Source: an optimization exercise on an open RTL-to-GDS flow (aim: small area and a short achievable clock period). Production flows keep margins and buffers that such runs may drop.
The RTL was checked by simulation tests, not by an equivalence proof against the original design.
Power is estimated from default activity; no workload was simulated.

File: config.mk
export PLATFORM = sky130hd
export DESIGN_NAME = pe_blk64
export DESIGN_NICKNAME = pe_blk64
export VERILOG_FILES = /design/flow/design.v
export SDC_FILE = /design/flow/constraint.sdc
export NUM_CORES = 4
export LEC_CHECK = 0
export CAP_MARGIN = 20
export CORE_MARGIN = 2
export CORE_UTILIZATION = 45
export PLACE_DENSITY = 0.6
export SLEW_MARGIN = 20
File: constraint.sdc
create_clock -name core_clock -period 10.0 [get_ports {clk}]
set_input_delay 2.0000 -clock core_clock [delete_from_list [all_inputs] [get_ports {clk}]]
set_output_delay 2.0000 -clock core_clock [all_outputs]
set_load 0.01 [all_outputs]
File: design.v
module pe_8e #(
	parameter ELE_BITS = 8 ,	 
	parameter OUT_BITS = 32,
	parameter BIAS_BITS = 32
)(
	clk 		
	,	reset 		
	,	act_0 		
	,	act_1 		
	,	act_2 		
	,	act_3 		
	,	act_4 		
	,	act_5 		
	,	act_6 		
	,	act_7 		
	,	valid_in 		
	,	final_in 		
	,	ker_0		
	,	ker_1		
	,	ker_2		
	,	ker_3		
	,	ker_4		
	,	ker_5		
	,	ker_6		
	,	ker_7		
	,	bias_in	
	,	pass_ker				
	,	pass_bias				
	,	valid_out				
	,	outmacb_sum 			
	,	outact_sum			
);
	input clk 	;
	input reset 	;
	input [ELE_BITS-1 : 0 ] act_0 	;
	input [ELE_BITS-1 : 0 ] act_1 	;
	input [ELE_BITS-1 : 0 ] act_2 	;
	input [ELE_BITS-1 : 0 ] act_3 	;
	input [ELE_BITS-1 : 0 ] act_4 	;
	input [ELE_BITS-1 : 0 ] act_5 	;
	input [ELE_BITS-1 : 0 ] act_6 	;
	input [ELE_BITS-1 : 0 ] act_7 	;
	input valid_in 	;
	input final_in 	;
	input [ELE_BITS-1 : 0 ] ker_0 ;
	input [ELE_BITS-1 : 0 ] ker_1 ;
	input [ELE_BITS-1 : 0 ] ker_2 ;
	input [ELE_BITS-1 : 0 ] ker_3 ;
	input [ELE_BITS-1 : 0 ] ker_4 ;
	input [ELE_BITS-1 : 0 ] ker_5 ;
	input [ELE_BITS-1 : 0 ] ker_6 ;
	input [ELE_BITS-1 : 0 ] ker_7 ;
	input wire signed [BIAS_BITS-1 : 0 ] bias_in ;
	output wire			[ELE_BITS*8-1 : 0 ] 	pass_ker 	;
	output wire signed	[BIAS_BITS-1 : 0 ] 		pass_bias 	;
	output reg valid_out ;
	output reg signed  [OUT_BITS-1 : 0 ] outmacb_sum ;
	output reg signed  [OUT_BITS-1 : 0 ] outact_sum ;
reg valid_in_dly0 , valid_in_dly1 , valid_in_dly2 , valid_in_dly3 , valid_in_dly4 , valid_in_dly5 , valid_in_dly6 , valid_in_dly7 ;
reg final_in_dly0 , final_in_dly1 , final_in_dly2 , final_in_dly3 , final_in_dly4 , final_in_dly5 , final_in_dly6 , final_in_dly7	;
reg signed [BIAS_BITS-1 : 0] stage0_bias_in ;
reg signed [BIAS_BITS-1 : 0] stage1_bias_in ;
reg signed [BIAS_BITS-1 : 0] stage2_bias_in ;
reg signed [BIAS_BITS-1 : 0] stage3_bias_in ;
reg signed [BIAS_BITS-1 : 0] stage4_bias_in ;
reg signed [BIAS_BITS-1 : 0] stage5_bias_in ;
reg signed [BIAS_BITS-1 : 0] stage6_bias_in ;
reg signed [BIAS_BITS-1 : 0] stage7_bias_in ;
reg signed [BIAS_BITS-1 : 0] bias_in_dly0 , bias_in_dly1 , bias_in_dly2 , bias_in_dly3 , bias_in_dly4 , bias_in_dly5 , bias_in_dly6 , bias_in_dly7 ;
reg		[ELE_BITS-1 : 0 ] stage0_act_0 ;
reg		[ELE_BITS-1 : 0 ] stage0_act_1 ;
reg		[ELE_BITS-1 : 0 ] stage0_act_2 ;
reg		[ELE_BITS-1 : 0 ] stage0_act_3 ;
reg		[ELE_BITS-1 : 0 ] stage0_act_4 ;
reg		[ELE_BITS-1 : 0 ] stage0_act_5 ;
reg		[ELE_BITS-1 : 0 ] stage0_act_6 ;
reg		[ELE_BITS-1 : 0 ] stage0_act_7 ;
reg		[ELE_BITS-1 : 0 ] stage0_ker_0 ;
reg		[ELE_BITS-1 : 0 ] stage0_ker_1 ;
reg		[ELE_BITS-1 : 0 ] stage0_ker_2 ;
reg		[ELE_BITS-1 : 0 ] stage0_ker_3 ;
reg		[ELE_BITS-1 : 0 ] stage0_ker_4 ;
reg		[ELE_BITS-1 : 0 ] stage0_ker_5 ;
reg		[ELE_BITS-1 : 0 ] stage0_ker_6 ;
reg		[ELE_BITS-1 : 0 ] stage0_ker_7 ;
reg		stage0_final_in	;
reg		stage1_final_in	;
reg		stage2_final_in	;
reg		stage3_final_in	;
reg		stage4_final_in	;
reg		stage5_final_in	;
reg		stage6_final_in	;
reg		stage7_final_in	;
reg		stage0_align_final	;
reg		stage1_align_final	;
reg		stage2_align_final	;
reg		stage3_align_final	;
reg		stage4_align_final	;
reg		stage5_align_final	;
reg		stage6_align_final	;
reg		stage7_align_final	;
reg 	stage0_valid_in	;
reg 	stage1_valid_in	;
reg 	stage2_valid_in	;
reg 	stage3_valid_in	;
reg 	stage4_valid_in	;
reg 	stage5_valid_in	;
reg 	stage6_valid_in	;
reg 	stage7_valid_in	;
reg signed [ 2*ELE_BITS+1  : 0] stage1_multsigned_pd_0 ;
reg signed [ 2*ELE_BITS+1  : 0] stage1_multsigned_pd_1 ;
reg signed [ 2*ELE_BITS+1  : 0] stage1_multsigned_pd_2 ;
reg signed [ 2*ELE_BITS+1  : 0] stage1_multsigned_pd_3 ;
reg signed [ 2*ELE_BITS+1  : 0] stage1_multsigned_pd_4 ;
reg signed [ 2*ELE_BITS+1  : 0] stage1_multsigned_pd_5 ;
reg signed [ 2*ELE_BITS+1  : 0] stage1_multsigned_pd_6 ;
reg signed [ 2*ELE_BITS+1  : 0] stage1_multsigned_pd_7 ;
reg signed [ 2*ELE_BITS+1  : 0] stage2_addmult_0 ;
reg signed [ 2*ELE_BITS+1  : 0] stage2_addmult_1 ;
reg signed [ 2*ELE_BITS+1  : 0] stage2_addmult_2 ;
reg signed [ 2*ELE_BITS+1  : 0] stage2_addmult_3 ;
reg signed [ 2*ELE_BITS+2  : 0] stage3_add2_0 ;
reg signed [ 2*ELE_BITS+2  : 0] stage3_add2_1 ;
reg signed [ OUT_BITS-1  : 0] stage4_addend_0 ;
reg signed [ OUT_BITS-1  : 0] stage5_acc_0 ;
reg signed [ OUT_BITS-1  : 0] stage5_accout ;
reg signed [ OUT_BITS-1  : 0] stage6_ab_0 ;
reg  [ ELE_BITS : 0] stage1_addact_ru_0	;
reg  [ ELE_BITS : 0] stage1_addact_ru_1	;
reg  [ ELE_BITS : 0] stage1_addact_ru_2	;
reg  [ ELE_BITS : 0] stage1_addact_ru_3	;
reg  [ ELE_BITS+1 : 0] stage2_addact_ru_0	;
reg  [ ELE_BITS+1 : 0] stage2_addact_ru_1	;
reg  [ ELE_BITS+2 : 0] stage3_addact_ru_0	;
reg  [ 17 : 0] stage4_addact_acc_0 ;
reg  [ 17 : 0] stage4_asum_out_0 ;
reg  [ 17 : 0] stage5_asum_out_0 ;
reg  [ 17 : 0] stage6_actsum ;
assign pass_ker =	{
	stage0_ker_0 , stage0_ker_1 , stage0_ker_2 , stage0_ker_3
	,	stage0_ker_4 , stage0_ker_5 , stage0_ker_6 , stage0_ker_7	};
assign pass_bias 	=	stage0_bias_in	;
always@( posedge clk )begin
	if ( stage0_valid_in )begin
		stage0_act_0 <= act_0	;
		stage0_act_1 <= act_1	;
		stage0_act_2 <= act_2	;
		stage0_act_3 <= act_3	;
		stage0_act_4 <= act_4	;
		stage0_act_5 <= act_5	;
		stage0_act_6 <= act_6	;
		stage0_act_7 <= act_7	;
	end
	else begin
		stage0_act_0 <= 'd0	;
		stage0_act_1 <= 'd0	;
		stage0_act_2 <= 'd0	;
		stage0_act_3 <= 'd0	;
		stage0_act_4 <= 'd0	;
		stage0_act_5 <= 'd0	;
		stage0_act_6 <= 'd0	;
		stage0_act_7 <= 'd0	;
	end
end
always@( posedge clk )begin
	if ( stage0_valid_in )begin
		stage0_ker_0 <= ker_0	;
		stage0_ker_1 <= ker_1	;
		stage0_ker_2 <= ker_2	;
		stage0_ker_3 <= ker_3	;
		stage0_ker_4 <= ker_4	;
		stage0_ker_5 <= ker_5	;
		stage0_ker_6 <= ker_6	;
		stage0_ker_7 <= ker_7	;
	end
	else begin
		stage0_ker_0 <= 'd0	;
		stage0_ker_1 <= 'd0	;
		stage0_ker_2 <= 'd0	;
		stage0_ker_3 <= 'd0	;
		stage0_ker_4 <= 'd0	;
		stage0_ker_5 <= 'd0	;
		stage0_ker_6 <= 'd0	;
		stage0_ker_7 <= 'd0	;
	end
end
always@( posedge clk )begin
	if( reset )begin
		stage1_multsigned_pd_0 <= 'd0 ;
		stage1_multsigned_pd_1 <= 'd0 ;
		stage1_multsigned_pd_2 <= 'd0 ;
		stage1_multsigned_pd_3 <= 'd0 ;
		stage1_multsigned_pd_4 <= 'd0 ;
		stage1_multsigned_pd_5 <= 'd0 ;
		stage1_multsigned_pd_6 <= 'd0 ;
		stage1_multsigned_pd_7 <= 'd0 ;
	end
	else begin
		stage1_multsigned_pd_0 <= $signed( {1'd0 , stage0_act_0} ) * $signed( {1'd0 , stage0_ker_0} )	;
		stage1_multsigned_pd_1 <= $signed( {1'd0 , stage0_act_1} ) * $signed( {1'd0 , stage0_ker_1} )	;
		stage1_multsigned_pd_2 <= $signed( {1'd0 , stage0_act_2} ) * $signed( {1'd0 , stage0_ker_2} )	;
		stage1_multsigned_pd_3 <= $signed( {1'd0 , stage0_act_3} ) * $signed( {1'd0 , stage0_ker_3} )	;
		stage1_multsigned_pd_4 <= $signed( {1'd0 , stage0_act_4} ) * $signed( {1'd0 , stage0_ker_4} )	;
		stage1_multsigned_pd_5 <= $signed( {1'd0 , stage0_act_5} ) * $signed( {1'd0 , stage0_ker_5} )	;
		stage1_multsigned_pd_6 <= $signed( {1'd0 , stage0_act_6} ) * $signed( {1'd0 , stage0_ker_6} )	;
		stage1_multsigned_pd_7 <= $signed( {1'd0 , stage0_act_7} ) * $signed( {1'd0 , stage0_ker_7} )	;
	end
end
always@(posedge clk )begin
	if(reset)begin
		stage1_addact_ru_0 <= 'd0 ;
		stage1_addact_ru_1 <= 'd0 ;
		stage1_addact_ru_2 <= 'd0 ;
		stage1_addact_ru_3 <= 'd0 ;
	end
	else begin
		stage1_addact_ru_0 <= stage0_act_0 + stage0_act_1	;
		stage1_addact_ru_1 <= stage0_act_2 + stage0_act_3	;
		stage1_addact_ru_2 <= stage0_act_4 + stage0_act_5	;
		stage1_addact_ru_3 <= stage0_act_6 + stage0_act_7	;
	end
end
always@( posedge clk )begin
	if( reset )begin
		stage2_addmult_0 <= 'd0 ;
		stage2_addmult_1 <= 'd0 ;
		stage2_addmult_2 <= 'd0 ;
		stage2_addmult_3 <= 'd0 ;
	end
	else begin
		stage2_addmult_0 <= $signed( stage1_multsigned_pd_0 ) + $signed( stage1_multsigned_pd_1 )	;
		stage2_addmult_1 <= $signed( stage1_multsigned_pd_2 ) + $signed( stage1_multsigned_pd_3 )	;
		stage2_addmult_2 <= $signed( stage1_multsigned_pd_4 ) + $signed( stage1_multsigned_pd_5 )	;
		stage2_addmult_3 <= $signed( stage1_multsigned_pd_6 ) + $signed( stage1_multsigned_pd_7 )	;
	end
end
always@(posedge clk )begin
	if( reset )begin
		stage2_addact_ru_0 <= 'd0 ;
		stage2_addact_ru_1 <= 'd0 ;
	end
	else begin
		stage2_addact_ru_0 <= stage1_addact_ru_0 + stage1_addact_ru_1 ;
		stage2_addact_ru_1 <= stage1_addact_ru_2 + stage1_addact_ru_3 ;
	end
end
always@( posedge clk )begin
	if( reset )begin
		stage3_add2_0 <= 'd0 ;
		stage3_add2_1 <= 'd0 ;
	end
	else begin
		stage3_add2_0	<= $signed( stage2_addmult_0 ) + $signed( stage2_addmult_1 )	;
		stage3_add2_1	<= $signed( stage2_addmult_2 ) + $signed( stage2_addmult_3 )	;
	end
end
always@(posedge clk )begin
	if( reset )begin
		stage3_addact_ru_0 <= 'd0 ;
	end
	else begin
		stage3_addact_ru_0 <= stage2_addact_ru_0 + stage2_addact_ru_1 ;
	end
end
always@( posedge clk )begin
	if( reset )begin
		stage4_addend_0 <= 'd0 ;
	end
	else begin
		stage4_addend_0 <= $signed( stage3_add2_0 ) + $signed( stage3_add2_1 )	;
	end
end
always@(posedge clk )begin
	if( reset )begin
		stage4_addact_acc_0 <= 'd0 ;
	end
	else begin
		if( stage4_valid_in)begin
			if( !stage4_final_in )begin
				stage4_addact_acc_0 <=  stage4_addact_acc_0 +  stage3_addact_ru_0  ;
			end
			else begin
				stage4_addact_acc_0 <=  0  ;
			end
		end
		else begin
			stage4_addact_acc_0 <= stage4_addact_acc_0 ;
		end
	end
end
always @(posedge clk ) begin
	if(reset)begin
		stage4_asum_out_0 <= 0 ;
	end
	else begin
		if(stage4_final_in)begin
			stage4_asum_out_0 <=  stage4_addact_acc_0 +  stage3_addact_ru_0  ;
		end
		else begin
			stage4_asum_out_0 <=  0 ;
		end
	end
end
always @(posedge clk ) begin
	if(reset)begin
		stage5_accout <= 'd0 ;
	end
	else begin
		if(stage5_final_in)begin
			stage5_accout <= $signed( stage5_acc_0 ) + $signed( stage4_addend_0 )	;
		end
		else begin
			stage5_accout <= 'd0 ;
		end
	end
end
always@( posedge clk )begin
	if( reset )begin
		stage5_acc_0 <= 'd0 ;
	end
	else begin
		if( stage5_valid_in )begin
			if( !stage5_final_in)begin
				stage5_acc_0 <= $signed( stage5_acc_0 ) + $signed( stage4_addend_0 )	;
			end
			else begin
				stage5_acc_0 <= 'd0 	;
			end
		end
		else begin
			stage5_acc_0 <= stage5_acc_0	;
		end
	end
end
always@(posedge clk )begin
	if(reset) begin
		stage5_asum_out_0 <= 'd0 ;
	end
	else begin
		stage5_asum_out_0 <= stage4_asum_out_0 ;
	end
end
always@(posedge clk )begin
	if(reset)begin
		stage6_ab_0 <= 32'd0	;
	end
	else begin
		if( stage6_final_in )begin
			stage6_ab_0 <= stage5_accout + stage6_bias_in;
		end
		else begin
			stage6_ab_0 <= 32'd0 ;
		end
	end
end
always@(posedge clk )begin
	if(reset) begin
		stage6_actsum <= 'd0 ;
	end
	else begin
		stage6_actsum <= stage5_asum_out_0 ;
	end
end
always@( posedge clk )begin
	if(reset )begin
		outmacb_sum <= 32'd0 ;
		outact_sum <= 32'd0 ;
		valid_out <= 0 ;
	end
	else begin
		if( stage7_valid_in )begin
			if( stage7_final_in)begin
				outmacb_sum <= stage6_ab_0		 ;
				outact_sum <=  stage6_actsum	 ;
				valid_out <= 1 ;
			end
			else begin
				outmacb_sum <= outmacb_sum;
				outact_sum <= outact_sum;
				valid_out <= 0 ;
			end
		end
		else begin
			outmacb_sum <= 32'd0	;
			outact_sum <= 32'd0	;
			valid_out <= 0 ;
		end
	end
end
always@( * )begin
	stage0_align_final	= final_in_dly0;
	stage1_align_final	= final_in_dly1 ;
	stage2_align_final	= final_in_dly2 ;
	stage3_align_final	= final_in_dly3 ;
	stage4_align_final	= final_in_dly4 ;
	stage5_align_final	= final_in_dly5 ;
	stage6_align_final	= final_in_dly6 ;
	stage7_align_final	= final_in_dly7 ;
end
always@( * )begin
	stage0_final_in	= final_in_dly0;
	stage1_final_in	= final_in_dly1 ;
	stage2_final_in	= final_in_dly2 ;
	stage3_final_in	= final_in_dly3 ;
	stage4_final_in	= stage3_align_final ;
	stage5_final_in	= stage4_align_final ;
	stage6_final_in	= stage5_align_final ;
	stage7_final_in	= stage6_align_final ;
end
always@( * )begin
	stage0_valid_in	= valid_in ;
	stage1_valid_in	= valid_in_dly0 ;
	stage2_valid_in	= valid_in_dly1 ;
	stage3_valid_in	= valid_in_dly2 ;
	stage4_valid_in	= valid_in_dly3 ;
	stage5_valid_in	= valid_in_dly4 ;
	stage6_valid_in	= valid_in_dly5 ;
	stage7_valid_in	= valid_in_dly6 ;
end
always @(posedge clk ) begin
	valid_in_dly0 <= valid_in ;
	valid_in_dly1 <= valid_in_dly0 ;
	valid_in_dly2 <= valid_in_dly1 ;
	valid_in_dly3 <= valid_in_dly2 ;
	valid_in_dly4 <= valid_in_dly3 ;
	valid_in_dly5 <= valid_in_dly4 ;
	valid_in_dly6 <= valid_in_dly5 ;
	valid_in_dly7 <= valid_in_dly6 ;
end
always @(posedge clk ) begin
	final_in_dly0 <= final_in ;
	final_in_dly1 <= final_in_dly0 ;
	final_in_dly2 <= final_in_dly1 ;
	final_in_dly3 <= final_in_dly2 ;
	final_in_dly4 <= final_in_dly3 ;
	final_in_dly5 <= final_in_dly4 ;
	final_in_dly6 <= final_in_dly5 ;
	final_in_dly7 <= final_in_dly6 ;
end
always @(posedge clk ) begin
	bias_in_dly0 <= bias_in ;
	bias_in_dly1 <= bias_in_dly0 ;
	bias_in_dly2 <= bias_in_dly1 ;
	bias_in_dly3 <= bias_in_dly2 ;
	bias_in_dly4 <= bias_in_dly3 ;
	bias_in_dly5 <= bias_in_dly4 ;
	bias_in_dly6 <= bias_in_dly5 ;
	bias_in_dly7 <= bias_in_dly6 ;
end
always @(*) begin
		stage0_bias_in	= bias_in_dly0	;
		stage1_bias_in	= bias_in_dly0	;
		stage2_bias_in	= bias_in_dly0	;
		stage3_bias_in	= bias_in_dly1	;
		stage4_bias_in	= bias_in_dly2	;
		stage5_bias_in	= bias_in_dly3	;
		stage6_bias_in	= bias_in_dly4	;	 
		stage7_bias_in	= bias_in_dly5	;
end
endmodule
module getpe_result #(
	parameter INV_BITS = 1 ,		 
	parameter OUTQ_BITS = 32		 
) (
	clk			
	,	reset				
	,	pe0_result 			
	,	pe1_result 			
	,	pe2_result 			
	,	pe3_result 			
	,	pe4_result 			
	,	pe5_result 			
	,	pe6_result 			
	,	pe7_result 			
	,	pe0_actsum 			
	,	pe1_actsum 			
	,	pe2_actsum 			
	,	pe3_actsum 			
	,	pe4_actsum 			
	,	pe5_actsum 			
	,	pe6_actsum 			
	,	pe7_actsum 			
	,	valid_out 			
	,	serial_result 		
	,	serial_actresult 	
);
input wire			clk 		;
input wire			reset 		;
input wire	[ OUTQ_BITS + INV_BITS - 1 : 0 ]		pe0_result 		;
input wire	[ OUTQ_BITS + INV_BITS - 1 : 0 ]		pe1_result 		;
input wire	[ OUTQ_BITS + INV_BITS - 1 : 0 ]		pe2_result 		;
input wire	[ OUTQ_BITS + INV_BITS - 1 : 0 ]		pe3_result 		;
input wire	[ OUTQ_BITS + INV_BITS - 1 : 0 ]		pe4_result 		;
input wire	[ OUTQ_BITS + INV_BITS - 1 : 0 ]		pe5_result 		;
input wire	[ OUTQ_BITS + INV_BITS - 1 : 0 ]		pe6_result 		;
input wire	[ OUTQ_BITS + INV_BITS - 1 : 0 ]		pe7_result 		;
input wire	[ OUTQ_BITS - 1 : 0 ]		pe0_actsum 		;
input wire	[ OUTQ_BITS - 1 : 0 ]		pe1_actsum 		;
input wire	[ OUTQ_BITS - 1 : 0 ]		pe2_actsum 		;
input wire	[ OUTQ_BITS - 1 : 0 ]		pe3_actsum 		;
input wire	[ OUTQ_BITS - 1 : 0 ]		pe4_actsum 		;
input wire	[ OUTQ_BITS - 1 : 0 ]		pe5_actsum 		;
input wire	[ OUTQ_BITS - 1 : 0 ]		pe6_actsum 		;
input wire	[ OUTQ_BITS - 1 : 0 ]		pe7_actsum 		;
output reg						valid_out 		;
output reg	[ OUTQ_BITS - 1: 0 ]			serial_result		;
output reg	[ OUTQ_BITS - 1: 0 ]			serial_actresult		;
wire [ 7:0 ] valid_in ;
reg signed [ 31 : 0 ] data_choose ;
reg signed [ 31 : 0 ] actsum_choose ;
assign valid_in = { 
	pe0_result[ OUTQ_BITS + INV_BITS-1  -: 1 ],
	pe1_result[ OUTQ_BITS + INV_BITS-1  -: 1 ],
	pe2_result[ OUTQ_BITS + INV_BITS-1  -: 1 ],
	pe3_result[ OUTQ_BITS + INV_BITS-1  -: 1 ],
	pe4_result[ OUTQ_BITS + INV_BITS-1  -: 1 ],
	pe5_result[ OUTQ_BITS + INV_BITS-1  -: 1 ],
	pe6_result[ OUTQ_BITS + INV_BITS-1  -: 1 ],
	pe7_result[ OUTQ_BITS + INV_BITS-1  -: 1 ]
	}	;
always@(*)begin
	case (valid_in)
		8'b1000_0000: data_choose = { pe0_result[ OUTQ_BITS -1  -: 32 ]};
		8'b0100_0000: data_choose = { pe1_result[ OUTQ_BITS -1  -: 32 ]};
		8'b0010_0000: data_choose = { pe2_result[ OUTQ_BITS -1  -: 32 ]};
		8'b0001_0000: data_choose = { pe3_result[ OUTQ_BITS -1  -: 32 ]};
		8'b0000_1000: data_choose = { pe4_result[ OUTQ_BITS -1  -: 32 ]};
		8'b0000_0100: data_choose = { pe5_result[ OUTQ_BITS -1  -: 32 ]};
		8'b0000_0010: data_choose = { pe6_result[ OUTQ_BITS -1  -: 32 ]};
		8'b0000_0001: data_choose = { pe7_result[ OUTQ_BITS -1  -: 32 ]};
		default: data_choose = 32'd0 ;
	endcase
end
always@(*)begin
	case (valid_in)
		8'b1000_0000: actsum_choose = pe0_actsum;
		8'b0100_0000: actsum_choose = pe1_actsum;
		8'b0010_0000: actsum_choose = pe2_actsum;
		8'b0001_0000: actsum_choose = pe3_actsum;
		8'b0000_1000: actsum_choose = pe4_actsum;
		8'b0000_0100: actsum_choose = pe5_actsum;
		8'b0000_0010: actsum_choose = pe6_actsum;
		8'b0000_0001: actsum_choose = pe7_actsum;
		default: actsum_choose = 32'd0 ;
	endcase
end
always@( posedge clk )begin
	if(reset)begin
		serial_result <= 32'd0 ;
		serial_actresult <= 32'd0 ;
		valid_out <= 0;
	end
	else begin
		if(  valid_in != 8'd0 )begin
			serial_result <= data_choose ;
			serial_actresult <= actsum_choose ;
			valid_out <= 1;
		end
		else begin
			serial_result <= 32'd0;
			serial_actresult <= 32'd0;
			valid_out <= 0;
		end
	end
end
endmodule
module quan2uint8(
	clk				
	,	reset			
	,	m0_scale		
	,	index			
	,	z_of_weight		
	,	z3				
	,	valid_in		
	,	serial32_in		
	,	act_sum_in		
	,	q_out			
	,	valid_out		
);
input wire    		clk;
input wire     		reset;
input wire    		valid_in;
input wire   [31:0] serial32_in;  
input wire   [31:0] act_sum_in;   
input wire   [31:0] m0_scale;     
input wire   [7 :0] index;
input wire 	 [15:0] z_of_weight;  
input wire	 [7 :0] z3; 		  
output reg   [7 :0] q_out;
output reg  		valid_out;
wire  signed [31:0] neg_result;
wire   		 [31:0] maskiflessthan;
wire   		 [31:0] threshold;
wire   		 [31:0] remainder;
wire  signed [31:0] maskifgreaterthan;
wire  signed [31:0] m_move_rounding;
reg   signed [31:0] act_zofw_reg ;
reg   signed [31:0] serial32_reg ;
reg   signed [63:0] saturatingrounding ;
reg   signed [31:0] bfm0_reg ;
reg   signed [63:0] after_m0_reg ;
reg   signed [31:0] m0_scale_reg ;
reg   signed [31:0] mask_index ;
reg   signed [31:0] add_z3;
reg   signed [7 :0] index_reg;
reg   signed [7 :0] z3_reg;
reg                	stage0_valid_in;
reg                	stage1_valid_in;
reg                	stage2_valid_in;
reg                	stage3_valid_in;
reg                	stage4_valid_in;
assign neg_result        = (after_m0_reg >= 0) ? (1<<30) : (1-(1<<30));  
assign maskiflessthan    = (saturatingrounding<0) ? 1 : 0;               
assign remainder         = saturatingrounding&mask_index;
assign threshold         = (mask_index>>1) + (maskiflessthan & 1);       
assign maskifgreaterthan = (remainder>threshold)?1:0;
assign m_move_rounding   = (saturatingrounding>>>index_reg)+(maskifgreaterthan&1);
always@( posedge clk )begin
	if( reset )begin
  		act_zofw_reg <= 'd0;
		m0_scale_reg <= 'd0;
		serial32_reg <= 'd0;
		index_reg <= 'd0;
		z3_reg <= 'd0;
	end
	else if(valid_in) begin
		act_zofw_reg <= act_sum_in * z_of_weight;	 
		serial32_reg <= serial32_in;
		m0_scale_reg <= m0_scale;
		index_reg <= index;
		z3_reg <= z3;
	end
	else begin
		act_zofw_reg <= 'd0;
		serial32_reg <= 'd0;
		m0_scale_reg <= m0_scale_reg;
		index_reg <= index_reg;
		z3_reg <= z3_reg;
	end
end
always@( posedge clk )begin
	if( reset )begin
		bfm0_reg <= 'd0;
	end
	else begin
		bfm0_reg <= serial32_reg - act_zofw_reg;
	end
end
always@( posedge clk )begin
	if( reset )begin
		after_m0_reg <= 'd0;
	end
	else begin
		after_m0_reg <= m0_scale_reg * bfm0_reg;
	end
end
always@( posedge clk ) begin
    if(reset) saturatingrounding <= 0;
    else      saturatingrounding <= (after_m0_reg + neg_result) >>> 31;
end
always@( posedge clk )begin
	if(reset)  mask_index <= 0;
	else   	mask_index <= (1<<index_reg)-1;
end
always@(posedge clk) begin
    if(reset) add_z3 <= 0;
    else      add_z3 <= m_move_rounding+z3_reg;
end
always@(*)
begin
    if(add_z3>255)     q_out = 255;
    else if (add_z3<0) q_out = 0;
    else               q_out = add_z3[7:0];
end
always@( posedge clk )begin
	stage0_valid_in <= valid_in;
	stage1_valid_in <= stage0_valid_in;
	stage2_valid_in <= stage1_valid_in;
	stage3_valid_in <= stage2_valid_in;
	stage4_valid_in <= stage3_valid_in;
end
always @(*) begin
	valid_out = stage4_valid_in ;
end
endmodule
module pe_blk64 
#(
	parameter TBITS = 64 
	,	TBYTE = 8
	,	BIAS_BITS = 32 
)(
	clk			
	,	reset	
	,	cfg_m0_scale 	
	,	cfg_index 		
	,	cfg_z_of_weight	
	,	cfg_z3			
	,	valid_din		
	,	final_din		
	,	act_din			
	,	ker_din_0		
	,	ker_din_1		
	,	ker_din_2		
	,	ker_din_3		
	,	ker_din_4		
	,	ker_din_5		
	,	ker_din_6		
	,	ker_din_7		
	,	bias_din_0		
	,	bias_din_1		
	,	bias_din_2		
	,	bias_din_3		
	,	bias_din_4		
	,	bias_din_5		
	,	bias_din_6		
	,	bias_din_7		
	,	pass_ker_dout_0			
	,	pass_ker_dout_1			
	,	pass_ker_dout_2			
	,	pass_ker_dout_3			
	,	pass_ker_dout_4			
	,	pass_ker_dout_5			
	,	pass_ker_dout_6			
	,	pass_ker_dout_7			
	,	pass_bias_dout_0		
	,	pass_bias_dout_1		
	,	pass_bias_dout_2		
	,	pass_bias_dout_3		
	,	pass_bias_dout_4		
	,	pass_bias_dout_5		
	,	pass_bias_dout_6		
	,	pass_bias_dout_7		
	,	q_result_dout			
	,	valid_dout				
);
	input wire clk	;
	input wire reset	;
input wire	[ 32	-1 :0	]	cfg_m0_scale 		;
input wire	[ 8		-1 :0	]	cfg_index 			;
input wire	[ 16	-1 :0	]	cfg_z_of_weight		;
input wire	[ 8		-1 :0	]	cfg_z3				;
input wire									valid_din			;
input wire									final_din			;
input wire			[TBITS-1:0]				act_din 			;
input wire			[TBITS-1:0]			ker_din_0 , ker_din_1 , ker_din_2 , ker_din_3 , ker_din_4 , ker_din_5 , ker_din_6 , ker_din_7			;
input wire			[BIAS_BITS	-1:0]	bias_din_0 , bias_din_1 , bias_din_2 , bias_din_3 , bias_din_4 , bias_din_5 , bias_din_6 , bias_din_7	;	
output wire			[TBITS-1 : 0 ] 		pass_ker_dout_0 , pass_ker_dout_1 , pass_ker_dout_2 , pass_ker_dout_3 , pass_ker_dout_4 , pass_ker_dout_5 , pass_ker_dout_6 , pass_ker_dout_7		;
output wire signed	[BIAS_BITS-1 : 0 ] 	pass_bias_dout_0 , pass_bias_dout_1 , pass_bias_dout_2 , pass_bias_dout_3 , pass_bias_dout_4 , pass_bias_dout_5 , pass_bias_dout_6 , pass_bias_dout_7	;
output wire [8-1	:0	]	q_result_dout	;
output wire 				valid_dout		;
reg	[TBITS-1:0]		act_shf		[0:7] 	;
reg 				valid_pe	[0:7] 	;
reg 				final_pe	[0:7] 	;
wire q_valid[0:7]	;
wire [32-1:0]	mac_result	[0:7]	;
wire [32-1:0]	act_sum		[0:7]	;
wire 			serial_valid		;
wire [32-1:0]	serial_conv		;
wire [32-1:0]	serial_actsum	;
integer i0 ;
always @(*) begin
	act_shf[0] 		= act_din ;
	valid_pe[0] 	= valid_din ;
	final_pe[0] 	= final_din ;
end
always @(posedge clk ) begin
	if(reset)begin
		for (i0 =1 ;i0<8 ;i0=i0+1 ) begin
			act_shf[i0]		<= 0 ;
			valid_pe[i0]	<= 0 ;
			final_pe[i0]	<= 0 ;
		end
	end
	else begin
		for (i0 =1 ;i0<8 ;i0=i0+1 ) begin
			act_shf[i0]		<= act_shf[i0-1]	;
			valid_pe[i0]	<= valid_pe[i0-1]	;
			final_pe[i0]	<= final_pe[i0-1]	;
		end
	end
end
quan2uint8	q0(
	.clk ( clk )  
	,	.reset 	( reset ) 		
	,	.m0_scale		(	cfg_m0_scale 		)
	,	.index			(	cfg_index 			)
	,	.z_of_weight	(	cfg_z_of_weight		)
	,	.z3				(	cfg_z3				)
	,	.valid_in		(	serial_valid	)
	,	.serial32_in	(	serial_conv		)
	,	.act_sum_in		(	serial_actsum	)
	,	.q_out			(	q_result_dout	)
	,	.valid_out		(	valid_dout		)
);
getpe_result #(
	.INV_BITS(	1 	) 		 
	,	.OUTQ_BITS(	32 	) 	 
) gr00(
	.clk ( clk )  
	,	.reset ( reset ) 			
	,	.pe0_result 		(	{	q_valid[0]	,mac_result[0]	}	)
	,	.pe1_result 		(	{	q_valid[1]	,mac_result[1]	}	)
	,	.pe2_result 		(	{	q_valid[2]	,mac_result[2]	}	)
	,	.pe3_result 		(	{	q_valid[3]	,mac_result[3]	}	)
	,	.pe4_result 		(	{	q_valid[4]	,mac_result[4]	}	)
	,	.pe5_result 		(	{	q_valid[5]	,mac_result[5]	}	)
	,	.pe6_result 		(	{	q_valid[6]	,mac_result[6]	}	)
	,	.pe7_result 		(	{	q_valid[7]	,mac_result[7]	}	)
	,	.pe0_actsum 		(	act_sum[0]	)
	,	.pe1_actsum 		(	act_sum[1]	)
	,	.pe2_actsum 		(	act_sum[2]	)
	,	.pe3_actsum 		(	act_sum[3]	)
	,	.pe4_actsum 		(	act_sum[4]	)
	,	.pe5_actsum 		(	act_sum[5]	)
	,	.pe6_actsum 		(	act_sum[6]	)
	,	.pe7_actsum 		(	act_sum[7]	)
	,	.valid_out 			(	serial_valid			)
	,	.serial_result 		(	serial_conv			)
	,	.serial_actresult 	(	serial_actsum		)
);
pe_8e  #(    .ELE_BITS(	8 	)     ,   .OUT_BITS(	32	)     ,   .BIAS_BITS(	32	) 
    )pe_r0_col_0(.clk ( clk )  ,    .reset ( reset ) 
    , .act_0( act_shf[0][63-:8] )
    , .act_1( act_shf[0][55-:8] )
    , .act_2( act_shf[0][47-:8] )
    , .act_3( act_shf[0][39-:8] )
    , .act_4( act_shf[0][31-:8] )
    , .act_5( act_shf[0][23-:8] )
    , .act_6( act_shf[0][15-:8] )
    , .act_7( act_shf[0][ 7-:8] )
    ,  .valid_in( valid_pe[0] )
    ,  .final_in( final_pe[0] )
    ,  .ker_0( ker_din_0[63-:8] )
    ,  .ker_1( ker_din_0[55-:8] )
    ,  .ker_2( ker_din_0[47-:8] )
    ,  .ker_3( ker_din_0[39-:8] )
    ,  .ker_4( ker_din_0[31-:8] )
    ,  .ker_5( ker_din_0[23-:8] )
    ,  .ker_6( ker_din_0[15-:8] )
    ,  .ker_7( ker_din_0[ 7-:8] )
    ,  .bias_in	( bias_din_0 )	
    ,  .pass_ker ( pass_ker_dout_0 )	
    ,  .pass_bias ( pass_bias_dout_0 )	
    ,  .valid_out ( q_valid[0] )	
    ,  .outmacb_sum ( mac_result[0] )	
    ,  .outact_sum ( act_sum[0] )	
    );
pe_8e  #(    .ELE_BITS(	8 	)     ,   .OUT_BITS(	32	)     ,   .BIAS_BITS(	32	) 
    )pe_r0_col_1(.clk ( clk )  ,    .reset ( reset ) 
    , .act_0( act_shf[1][63-:8] )
    , .act_1( act_shf[1][55-:8] )
    , .act_2( act_shf[1][47-:8] )
    , .act_3( act_shf[1][39-:8] )
    , .act_4( act_shf[1][31-:8] )
    , .act_5( act_shf[1][23-:8] )
    , .act_6( act_shf[1][15-:8] )
    , .act_7( act_shf[1][ 7-:8] )
    ,  .valid_in( valid_pe[1] )
    ,  .final_in( final_pe[1] )
    ,  .ker_0( ker_din_1[63-:8] )
    ,  .ker_1( ker_din_1[55-:8] )
    ,  .ker_2( ker_din_1[47-:8] )
    ,  .ker_3( ker_din_1[39-:8] )
    ,  .ker_4( ker_din_1[31-:8] )
    ,  .ker_5( ker_din_1[23-:8] )
    ,  .ker_6( ker_din_1[15-:8] )
    ,  .ker_7( ker_din_1[ 7-:8] )
    ,  .bias_in	( bias_din_1 )	
    ,  .pass_ker ( pass_ker_dout_1 )	
    ,  .pass_bias ( pass_bias_dout_1 )	
    ,  .valid_out ( q_valid[1] )	
    ,  .outmacb_sum ( mac_result[1] )	
    ,  .outact_sum ( act_sum[1] )	
    );
pe_8e  #(    .ELE_BITS(	8 	)     ,   .OUT_BITS(	32	)     ,   .BIAS_BITS(	32	) 
    )pe_r0_col_2(.clk ( clk )  ,    .reset ( reset ) 
    , .act_0( act_shf[2][63-:8] )
    , .act_1( act_shf[2][55-:8] )
    , .act_2( act_shf[2][47-:8] )
    , .act_3( act_shf[2][39-:8] )
    , .act_4( act_shf[2][31-:8] )
    , .act_5( act_shf[2][23-:8] )
    , .act_6( act_shf[2][15-:8] )
    , .act_7( act_shf[2][ 7-:8] )
    ,  .valid_in( valid_pe[2] )
    ,  .final_in( final_pe[2] )
    ,  .ker_0( ker_din_2[63-:8] )
    ,  .ker_1( ker_din_2[55-:8] )
    ,  .ker_2( ker_din_2[47-:8] )
    ,  .ker_3( ker_din_2[39-:8] )
    ,  .ker_4( ker_din_2[31-:8] )
    ,  .ker_5( ker_din_2[23-:8] )
    ,  .ker_6( ker_din_2[15-:8] )
    ,  .ker_7( ker_din_2[ 7-:8] )
    ,  .bias_in	( bias_din_2 )	
    ,  .pass_ker ( pass_ker_dout_2 )	
    ,  .pass_bias ( pass_bias_dout_2 )	
    ,  .valid_out ( q_valid[2] )	
    ,  .outmacb_sum ( mac_result[2] )	
    ,  .outact_sum ( act_sum[2] )	
    );
pe_8e  #(    .ELE_BITS(	8 	)     ,   .OUT_BITS(	32	)     ,   .BIAS_BITS(	32	) 
    )pe_r0_col_3(.clk ( clk )  ,    .reset ( reset ) 
    , .act_0( act_shf[3][63-:8] )
    , .act_1( act_shf[3][55-:8] )
    , .act_2( act_shf[3][47-:8] )
    , .act_3( act_shf[3][39-:8] )
    , .act_4( act_shf[3][31-:8] )
    , .act_5( act_shf[3][23-:8] )
    , .act_6( act_shf[3][15-:8] )
    , .act_7( act_shf[3][ 7-:8] )
    ,  .valid_in( valid_pe[3] )
    ,  .final_in( final_pe[3] )
    ,  .ker_0( ker_din_3[63-:8] )
    ,  .ker_1( ker_din_3[55-:8] )
    ,  .ker_2( ker_din_3[47-:8] )
    ,  .ker_3( ker_din_3[39-:8] )
    ,  .ker_4( ker_din_3[31-:8] )
    ,  .ker_5( ker_din_3[23-:8] )
    ,  .ker_6( ker_din_3[15-:8] )
    ,  .ker_7( ker_din_3[ 7-:8] )
    ,  .bias_in	( bias_din_3 )	
    ,  .pass_ker ( pass_ker_dout_3 )	
    ,  .pass_bias ( pass_bias_dout_3 )	
    ,  .valid_out ( q_valid[3] )	
    ,  .outmacb_sum ( mac_result[3] )	
    ,  .outact_sum ( act_sum[3] )	
    );
pe_8e  #(    .ELE_BITS(	8 	)     ,   .OUT_BITS(	32	)     ,   .BIAS_BITS(	32	) 
    )pe_r0_col_4(.clk ( clk )  ,    .reset ( reset ) 
    , .act_0( act_shf[4][63-:8] )
    , .act_1( act_shf[4][55-:8] )
    , .act_2( act_shf[4][47-:8] )
    , .act_3( act_shf[4][39-:8] )
    , .act_4( act_shf[4][31-:8] )
    , .act_5( act_shf[4][23-:8] )
    , .act_6( act_shf[4][15-:8] )
    , .act_7( act_shf[4][ 7-:8] )
    ,  .valid_in( valid_pe[4] )
    ,  .final_in( final_pe[4] )
    ,  .ker_0( ker_din_4[63-:8] )
    ,  .ker_1( ker_din_4[55-:8] )
    ,  .ker_2( ker_din_4[47-:8] )
    ,  .ker_3( ker_din_4[39-:8] )
    ,  .ker_4( ker_din_4[31-:8] )
    ,  .ker_5( ker_din_4[23-:8] )
    ,  .ker_6( ker_din_4[15-:8] )
    ,  .ker_7( ker_din_4[ 7-:8] )
    ,  .bias_in	( bias_din_4 )	
    ,  .pass_ker ( pass_ker_dout_4 )	
    ,  .pass_bias ( pass_bias_dout_4 )	
    ,  .valid_out ( q_valid[4] )	
    ,  .outmacb_sum ( mac_result[4] )	
    ,  .outact_sum ( act_sum[4] )	
    );
pe_8e  #(    .ELE_BITS(	8 	)     ,   .OUT_BITS(	32	)     ,   .BIAS_BITS(	32	) 
    )pe_r0_col_5(.clk ( clk )  ,    .reset ( reset ) 
    , .act_0( act_shf[5][63-:8] )
    , .act_1( act_shf[5][55-:8] )
    , .act_2( act_shf[5][47-:8] )
    , .act_3( act_shf[5][39-:8] )
    , .act_4( act_shf[5][31-:8] )
    , .act_5( act_shf[5][23-:8] )
    , .act_6( act_shf[5][15-:8] )
    , .act_7( act_shf[5][ 7-:8] )
    ,  .valid_in( valid_pe[5] )
    ,  .final_in( final_pe[5] )
    ,  .ker_0( ker_din_5[63-:8] )
    ,  .ker_1( ker_din_5[55-:8] )
    ,  .ker_2( ker_din_5[47-:8] )
    ,  .ker_3( ker_din_5[39-:8] )
    ,  .ker_4( ker_din_5[31-:8] )
    ,  .ker_5( ker_din_5[23-:8] )
    ,  .ker_6( ker_din_5[15-:8] )
    ,  .ker_7( ker_din_5[ 7-:8] )
    ,  .bias_in	( bias_din_5 )	
    ,  .pass_ker ( pass_ker_dout_5 )	
    ,  .pass_bias ( pass_bias_dout_5 )	
    ,  .valid_out ( q_valid[5] )	
    ,  .outmacb_sum ( mac_result[5] )	
    ,  .outact_sum ( act_sum[5] )	
    );
pe_8e  #(    .ELE_BITS(	8 	)     ,   .OUT_BITS(	32	)     ,   .BIAS_BITS(	32	) 
    )pe_r0_col_6(.clk ( clk )  ,    .reset ( reset ) 
    , .act_0( act_shf[6][63-:8] )
    , .act_1( act_shf[6][55-:8] )
    , .act_2( act_shf[6][47-:8] )
    , .act_3( act_shf[6][39-:8] )
    , .act_4( act_shf[6][31-:8] )
    , .act_5( act_shf[6][23-:8] )
    , .act_6( act_shf[6][15-:8] )
    , .act_7( act_shf[6][ 7-:8] )
    ,  .valid_in( valid_pe[6] )
    ,  .final_in( final_pe[6] )
    ,  .ker_0( ker_din_6[63-:8] )
    ,  .ker_1( ker_din_6[55-:8] )
    ,  .ker_2( ker_din_6[47-:8] )
    ,  .ker_3( ker_din_6[39-:8] )
    ,  .ker_4( ker_din_6[31-:8] )
    ,  .ker_5( ker_din_6[23-:8] )
    ,  .ker_6( ker_din_6[15-:8] )
    ,  .ker_7( ker_din_6[ 7-:8] )
    ,  .bias_in	( bias_din_6 )	
    ,  .pass_ker ( pass_ker_dout_6 )	
    ,  .pass_bias ( pass_bias_dout_6 )	
    ,  .valid_out ( q_valid[6] )	
    ,  .outmacb_sum ( mac_result[6] )	
    ,  .outact_sum ( act_sum[6] )	
    );
pe_8e  #(    .ELE_BITS(	8 	)     ,   .OUT_BITS(	32	)     ,   .BIAS_BITS(	32	) 
    )pe_r0_col_7(.clk ( clk )  ,    .reset ( reset ) 
    , .act_0( act_shf[7][63-:8] )
    , .act_1( act_shf[7][55-:8] )
    , .act_2( act_shf[7][47-:8] )
    , .act_3( act_shf[7][39-:8] )
    , .act_4( act_shf[7][31-:8] )
    , .act_5( act_shf[7][23-:8] )
    , .act_6( act_shf[7][15-:8] )
    , .act_7( act_shf[7][ 7-:8] )
    ,  .valid_in( valid_pe[7] )
    ,  .final_in( final_pe[7] )
    ,  .ker_0( ker_din_7[63-:8] )
    ,  .ker_1( ker_din_7[55-:8] )
    ,  .ker_2( ker_din_7[47-:8] )
    ,  .ker_3( ker_din_7[39-:8] )
    ,  .ker_4( ker_din_7[31-:8] )
    ,  .ker_5( ker_din_7[23-:8] )
    ,  .ker_6( ker_din_7[15-:8] )
    ,  .ker_7( ker_din_7[ 7-:8] )
    ,  .bias_in	( bias_din_7 )	
    ,  .pass_ker ( pass_ker_dout_7 )	
    ,  .pass_bias ( pass_bias_dout_7 )	
    ,  .valid_out ( q_valid[7] )	
    ,  .outmacb_sum ( mac_result[7] )	
    ,  .outact_sum ( act_sum[7] )	
    );
endmodule
File: run.sh
#!/bin/bash
# synth_recipe.tcl (not shown) runs the flow's synth.tcl, then flattens the netlist and writes it again
# the make line also repeats each setting of config.mk as NAME=value (left out here)
make -C /OpenROAD-flow-scripts/flow DESIGN_CONFIG=/design/flow/config.mk WORK_HOME=/design/flow/orfs CLKGATE_MAP_FILE= SYNTH_SCRIPT=/design/flow/synth_recipe.tcl finish
==> run notes <==
FFs w/ async S/R, synth=0; post-synthesis cell count=about 47,000; DR vias=around 330k; final WL=approximately 1400 mm; global-route wire length before repair=2080 mm; critical path launch point type=flop; GR peak layer=met2; Min Hold Slack=roughly 0.27 ns; RSZ-0062 raised after global routing=no; nature of the critical path endpoint=flop; largest net degree at the start of global routing=around 190; pwr/cell area=about 130 mW/mm2; fin crit share=0.897; hold_buf cts=0; Post-Synthesis Cell Area=roughly 0.45 mm2; run status=timing/DRC/antenna clean; slew margin rel.=0.0854; fillers=roughly 91,000; skew final=approximately 0.10 ns; Top Ports=between 1,500 and 2,000; fin crit period=around 9 ns; Starting Density=0.452; M2 GR Usage=0.422; drt drc=0; Post-synth EDFFs=0; max cap viols=0; Initial DRC Count=22,120; chip height=1.01 mm; Post-Syn Area per Cell=9.54 um2; Slew @ Worst Pin=1.37 ns; max-slew violation count=0; CTS clk-pin slew, worst paths=0.07 ns; DP HPWL=between 1000 and 1500 mm; CTS max path bufs=5; Post-CTS Resized=0; CTS Sinks=7,535; initial antenna violation count=between 200 and 250; CTS tree=done; gr usage total=0.271; top_reg_cell synth=dfxtp_1; YS warnings=10; #FFs+latches synth=approximately 7,500; final setup margin=just over 1 ns; Post-CTS Setup Bufs=0; critical path class=reg2reg; commonest non-fill, non-tap cell in the layout=dfxtp_1; placed instance count=slightly above 60,000; Max FO, Critical Path=18; pre-CTS setup slack=approximately 0.97 ns; ANT nets after route=0; vias in the first global route=335,744; layout cells sized above 1=0.0422; Final Cell Area=a little over 0.5 mm2; Pre-Repair DR Iteration Count=6; Crit path arrival time=about 10 ns; Final Hold Vio Count=0; Final setup viols=0; syn_nets=about 57,000; hold crit path type=reg2reg; final cell count without fillers=roughly 63,000; number of CTS-inserted buffers=832; met3 usage=0.0391; Distinct cells, synth=slightly above 90; die footprint=~1.0 mm2; drt wl/cell=between 20 and 25 um; P&R area growth vs syn=13.9%; Worst-Skew Late Latency=roughly 1.2 ns; max reg flops=448; via/cell ratio=between 5 and 6; Pleak=~240 nW; FMAX=between 100 and 150 MHz; Root Buffer Master=clkbuf_16; H-tree level count=6; GR Layer Usage met1=0.372; GP Congestion=0.939; total global routing overflow=0; num rows=roughly 370; IO Port Bufs=approximately 1,700; post-synthesis sequential area ratio=0.334; peak supply drop=between 200 and 300 uV; worst path required time=around 11 ns; most frequent cells in the layout=dfxtp_1 (7,507), inv_1 (5,627), ha_1 (4,607); nets=a little under 60,000; Core Area=approximately 1.0 mm2; post-route setup TNS=0 ns; die width=between 1 and 1.5 mm; Post-DP Area=approximately 0.48 mm2
## cell usage after synthesis (all sizes together), types with 50 or more instances
cell type	number	area, um2
nand2	3439	12900
nand3	391	1960
ha	4607	57600
nor3b	155	1160
a221oi	63	552
o2bb2ai	66	578
and2	4053	25400
o31ai	62	475
nand2b	249	1560
xnor2	1073	9400
mux2i	517	5170
nand4	72	450
a21oi	1730	8670
o41ai	50	494
nor3	1238	6200
clkbuf	1157	4340
buf	86	327
o21ai	1466	7340
a211oi	177	1330
a21boi	326	2450
nor2b	1626	10200
mux2	128	1440
o211ai	106	796
inv	5631	21100
a21o	591	4440
and3	508	3180
a22oi	209	1570
dfxtp	7535	151000
a31oi	266	1670
fa	3746	75000
or2	87	544
or3	241	1510
a22o	57	499
o21a	124	931
nor4	58	363
xor2	705	6170
a2111oi	126	1110
o21bai	326	2450
nor2	3710	13900
## per-stage QoR
step,total power [mW],util
finish,67.8,0.514
global placement,35.1,0.483
floorplan,33.3,-
CTS,68.5,0.513
detailed placement,35.1,0.483
global route,70.1,0.514
## where the power goes
| group | total [mW] | internal, mW | switching, mW |
|---|---|---|---|
| Sequential | 31.4 | 30.6 | 0.779 |
| Clock | 33.3 | 19.8 | 13.5 |
| Combinational | 3.07 | 1.33 | 1.74 |
## kinds of logic after synthesis
group	after synthesis	synth area share
and+or+nand+nor	15944	0.178
adders and majority gates	8353	0.294
DFF	7535	0.334
buffers and inverters	6877	0.0572
AOI/OAI and AO/OA	6178	0.0874
xor gates and xnor gates	1778	0.0345
muxes	646	0.0147
## path summary, 6_finish.rpt
check	startpoint	to	slack, ns	cells after the start
worst max-delay path	q0.m0_scale_reg[6]	q0.after_m0_reg[61]	1.03	24
worst min-delay path	pe_r0_col_3.bias_in_dly2[7]	pe_r0_col_3.bias_in_dly3[7]	0.27	0
worst max register to register	q0.m0_scale_reg[6]	q0.after_m0_reg[61]	1.03	24
worst min register to register	pe_r0_col_3.bias_in_dly2[7]	pe_r0_col_3.bias_in_dly3[7]	0.27	0
## routing by layer
metal | up-vias | wire (um)
met5 | - | 330
met4 | 52 | 76100
li1 | 157175 | -
met2 | 9214 | 609000
met3 | 2183 | 82700
met1 | 162933 | 628000
## worst max-delay path, cell delays in order, from the launching register on
cell	delay, ns
dfxtp_1	1.01
buf_4	0.39
nand2_1	0.12
fa_1	0.48
fa_1	0.50
fa_1	0.52
inv_1	0.06
fa_1	0.42
ha_1	0.31
ha_1	0.28
inv_1	0.05
fa_1	0.48
inv_1	0.05
fa_1	0.45
ha_1	0.35
a2111oi_0	0.40
o21ai_0	0.33
a21boi_0	0.63
o32ai_1	0.28
o2111ai_1	0.39
a21oi_1	0.24
o21ai_0	0.43
o21ai_0	0.19
o21ai_0	0.12
mux2_2	0.35
## layout make-up
cell class / count / area [um2] / share of cell area
diodes: 412 / 1030 / 0.00201
clock buffers: 1093 / 23500 / 0.0458
clock inverters: 450 / 6510 / 0.0127
inverters: 5634 / 21200 / 0.0412
multi-input cells: 32899 / 275000 / 0.535
flip-flops and latches: 7535 / 151000 / 0.294
well taps: 13284 / 16600 / 0.0323
repair buffers: 1977 / 19300 / 0.0376

==> separate check: timing with driven ports <==
Ports are ideal in the flow. The routed layout listed here was re-timed in OpenROAD. Step 1: set_driving_cell puts a clkbuf_16 on clk and a buf_2 on each other input, an assumption about the parent block. Step 2 moves the port delays by t, midway between the first and last clock arrival at a register: inputs arrive t later, outputs are due t later. That takes back most of the time a late clock gives input paths. Three values: no drivers, after step 1, after step 2; two values: the first two.
shift t [ns]: 1.342
setup slack, ns: 1.035 / 1.035 / 0.894
worst setup path after step 2: input to register
After both steps setup and hold are still met in this run. The setup slack of this run moves by 0.000 ns with the drivers and by -0.141 ns with both steps.
